This is an optimization exercise on Yosys and OpenROAD, whose aim is small area, a short achievable clock period and few clock cycles per item, not a production implementation.

Setup of fjord:
==> module packet_parser, before the edit <==
module packet_parser (
	input  logic         clk,
	input  logic         rst_n,       
	input  logic         s_tvalid,
	input  logic [7:0]   s_tdata,
	input  logic         s_tlast,
	output logic         s_tready,
	output logic         m_tvalid,
	input  logic         m_tready,
	output logic [367:0] m_tdata
	);
logic       fill;           
logic       pend;           
logic       pad;            
logic [5:0] pos;            
logic take, acc_b, adv, p48, stored, inwin, go_pend, go_pad;
assign take    = pend && m_tready;
assign acc_b   = s_tvalid && fill;
assign adv     = acc_b || pad;
assign p48     = (pos == 6'd48);
assign stored  = (pos <= 6'd14) || (pos == 6'd16) || (pos == 6'd17) ||
                 (pos == 6'd23) || (pos >= 6'd26 && pos <= 6'd47);
assign inwin   = (pos >= 6'd14) && (pos <= 6'd37);
assign go_pend = p48 && ((acc_b && s_tlast) || pad);
assign go_pad  = acc_b && s_tlast && !p48;
always_ff @(posedge clk or negedge rst_n) begin
	if (!rst_n) begin
		fill <= 1'b1;
		pend <= 1'b0;
		pad  <= 1'b0;
		pos  <= 6'd0;
	end
	else if (pend) begin
		if (m_tready) begin
			pend <= 1'b0;
			fill <= 1'b1;
			pos  <= 6'd0;
		end
	end
	else begin
		if (adv && !p48)
			pos <= pos + 6'd1;
		if (go_pend) begin
			pend <= 1'b1;
			fill <= 1'b0;
			pad  <= 1'b0;
		end
		else if (go_pad) begin
			pad  <= 1'b1;
			fill <= 1'b0;
		end
	end
end
logic [7:0]   in_byte;
logic [319:0] ch;           
logic [15:0]  cnt;          
logic [15:0]  cnt_inc;
logic [7:0]   din;          
logic         dstep, dfirst;
logic [15:0]  acc;          
logic         pc;           
assign in_byte = s_tdata & {8{fill}};
assign cnt_inc = (cnt == 16'hFFFF) ? cnt : cnt + 16'd1;
always_ff @(posedge clk) begin
	if (adv && stored)
		ch <= {ch[311:0], in_byte};
	if ((acc_b && (!s_tlast || pos == 6'd0)) || go_pend)
		cnt <= (acc_b && pos == 6'd0) ? {15'd0, !s_tlast} : cnt_inc;
	din    <= in_byte & {8{pos <= 6'd33}};    
	dstep  <= adv && inwin;
	dfirst <= (pos == 6'd14);
	if (dstep)
		{pc, acc} <= (dfirst ? 17'd0 : {1'b0, acc[7:0], acc[15:8]}) +
		             {8'd0, pc && !dfirst, din};
end
function integer slot(input integer b);
	integer i;
	begin
		if (b <= 14)      i = b;
		else if (b == 16) i = 15;
		else if (b == 17) i = 16;
		else if (b == 23) i = 17;
		else              i = b - 8;
		slot = 8 * (39 - i);
	end
endfunction
logic [47:0]  dest_mac, src_mac;
logic [15:0]  eth_type, total_length;
logic [7:0]   b14, protocol;
logic [31:0]  src_ip, dest_ip;
logic [111:0] payload;
genvar g;
generate
	for (g = 0; g < 6; g++) begin : MAC
		assign dest_mac[47-8*g -: 8] = ch[slot(g)   +: 8];
		assign src_mac [47-8*g -: 8] = ch[slot(6+g) +: 8];
	end
	for (g = 0; g < 4; g++) begin : IP
		assign src_ip [31-8*g -: 8] = ch[slot(26+g) +: 8];
		assign dest_ip[31-8*g -: 8] = ch[slot(30+g) +: 8];
	end
	for (g = 0; g < 14; g++) begin : PAY
		assign payload[8*g +: 8] = ch[slot(34+g) +: 8];
	end
endgenerate
assign eth_type     = {ch[slot(12) +: 8], ch[slot(13) +: 8]};
assign b14          = ch[slot(14) +: 8];
assign total_length = {ch[slot(16) +: 8], ch[slot(17) +: 8]};
assign protocol     = ch[slot(23) +: 8];
logic        f_v4, f_v6, f_short, f_ck, f_len;
logic        is_ipv4;
logic [15:0] len_now;
assign is_ipv4 = (eth_type == 16'h0800);
assign len_now = cnt_inc;
always_ff @(posedge clk) begin
	if (go_pend) begin
		f_v4    <= is_ipv4;
		f_v6    <= (eth_type == 16'h86DD);
		f_short <= (len_now < 16'd48);
		f_ck    <= is_ipv4 && (b14 == 8'h45) && (acc == 16'hFFFF);
		f_len   <= is_ipv4 && ({1'b0, total_length} + 17'd14 == {1'b0, len_now});
	end
end
assign s_tready = fill;
assign m_tvalid = pend;
assign m_tdata  = {11'b0, f_len, f_ck, f_short, f_v6, f_v4, acc, cnt, payload,
                   dest_ip, src_ip, protocol, total_length, b14[7:4], b14[3:0],
                   eth_type, src_mac, dest_mac};
endmodule
export LEC_CHECK = 0
export CAP_MARGIN = 20
export CORE_MARGIN = 2
export CORE_UTILIZATION = 65
export PLACE_DENSITY = 0.8
export SLEW_MARGIN = 20
create_clock -name core_clock -period 13.5 [get_ports {clk}]
standard.sh (not shown) runs the stock make flow with config.mk's settings and CLKGATE_MAP_FILE= SYNTH_SCRIPT=/design/flow/synth_recipe.tcl, a recipe that flattens the netlist after the stock synthesis.
==> flow/flow/run.sh <==
#!/bin/bash
# Own layout flow: the standard synthesis and layout, with
#  - plain sky130 buffers on the ports instead of the delay buffer the
#    resizer picks by default;
#  - a clock tree of fewer, larger sink clusters and no dummy loads;
#  - timing repair asked to reach a setup slack margin, so that it works on
#    the paths that set the achieved period (the constraints are unchanged).
set -euo pipefail
bash standard.sh synth > synth.log 2>&1
bash standard.sh finish \
  BUFFER_PORTS_ARGS="-buffer_cell sky130_fd_sc_hd__buf_1" \
  CTS_ARGS="-sink_clustering_enable -repair_clock_nets -sink_clustering_size 30 -sink_clustering_max_diameter 100 -buf_list sky130_fd_sc_hd__clkbuf_16 -dont_use_dummy_load" \
  SETUP_SLACK_MARGIN=9.5 > layout.log 2>&1
fjord finished every step from synthesis to the final layout, and the layout passed the timing, DRC and antenna checks.
Modified inputs, juniper compared to fjord
--- a/flow/design.v
+++ b/flow/design.v
@@ -53,27 +53,26 @@
 end
 logic [7:0]   in_byte;
 logic [319:0] ch;           
 logic [15:0]  cnt;          
 logic [15:0]  cnt_inc;
-logic [7:0]   din;          
-logic         dstep, dfirst;
+logic [7:0]   cs_byte;      
+logic         first;
 logic [15:0]  acc;          
 logic         pc;           
 assign in_byte = s_tdata & {8{fill}};
+assign cs_byte = in_byte & {8{pos <= 6'd33}};    
+assign first   = (pos == 6'd14);
 assign cnt_inc = (cnt == 16'hFFFF) ? cnt : cnt + 16'd1;
 always_ff @(posedge clk) begin
 	if (adv && stored)
 		ch <= {ch[311:0], in_byte};
 	if ((acc_b && (!s_tlast || pos == 6'd0)) || go_pend)
 		cnt <= (acc_b && pos == 6'd0) ? {15'd0, !s_tlast} : cnt_inc;
-	din    <= in_byte & {8{pos <= 6'd33}};    
-	dstep  <= adv && inwin;
-	dfirst <= (pos == 6'd14);
-	if (dstep)
-		{pc, acc} <= (dfirst ? 17'd0 : {1'b0, acc[7:0], acc[15:8]}) +
-		             {8'd0, pc && !dfirst, din};
+	if (adv && inwin)
+		{pc, acc} <= (first ? 17'd0 : {1'b0, acc[7:0], acc[15:8]}) +
+		             {8'd0, pc && !first, cs_byte};
 end
 function integer slot(input integer b);
 	integer i;
 	begin
 		if (b <= 14)      i = b;
### Flow results
Looking at number of ordinary inverters in the final layout, juniper sits 1 above fjord. Flops: juniper fewer than fjord. Going from fjord to juniper, global-route usage grows by 0.47 points. Re headroom to the max-slew limit: juniper and fjord aren't equal, and the lower value belongs to juniper. Relative to fjord, the mean area per synthesized cell measured on juniper has decreased by a few percent. Compared with fjord, juniper shows total non-filler cell area in the finished layout higher by 170 um2. Looking at routed wire length, juniper sits above fjord.
No run of this note included a check of the RTL's function; only the layout flow was run.

==> port drivers added, routing unchanged <==
In the flow no input, the clock included, has a driving cell. The finished layouts below were timed again as built, in two steps. Step 1 sets driving cells, clkbuf_16 on the clock port and buf_2 on the other inputs (assumed; they add their load-dependent delay and slew). Step 2 moves the port delays by t, midway between the first and last clock arrival at a register: inputs arrive t later, outputs are due t later. That takes back most of the time a late clock gives input paths. Slacks: ideal / step 1 / step 2; pairs: ideal / step 1.
run	shift t [ns]	setup slack, ns	hold WS [ns]
fjord	0.555	9.550 / 9.503 / 9.090	0.434 / 0.434 / 0.434
juniper	0.541	9.241 / 9.267 / 8.725	0.409 / 0.409 / 0.409
After both steps every run listed still meets setup and hold. The setup slack of juniper, which loses most, moves by +0.026 ns with the drivers and by -0.516 ns with both steps.
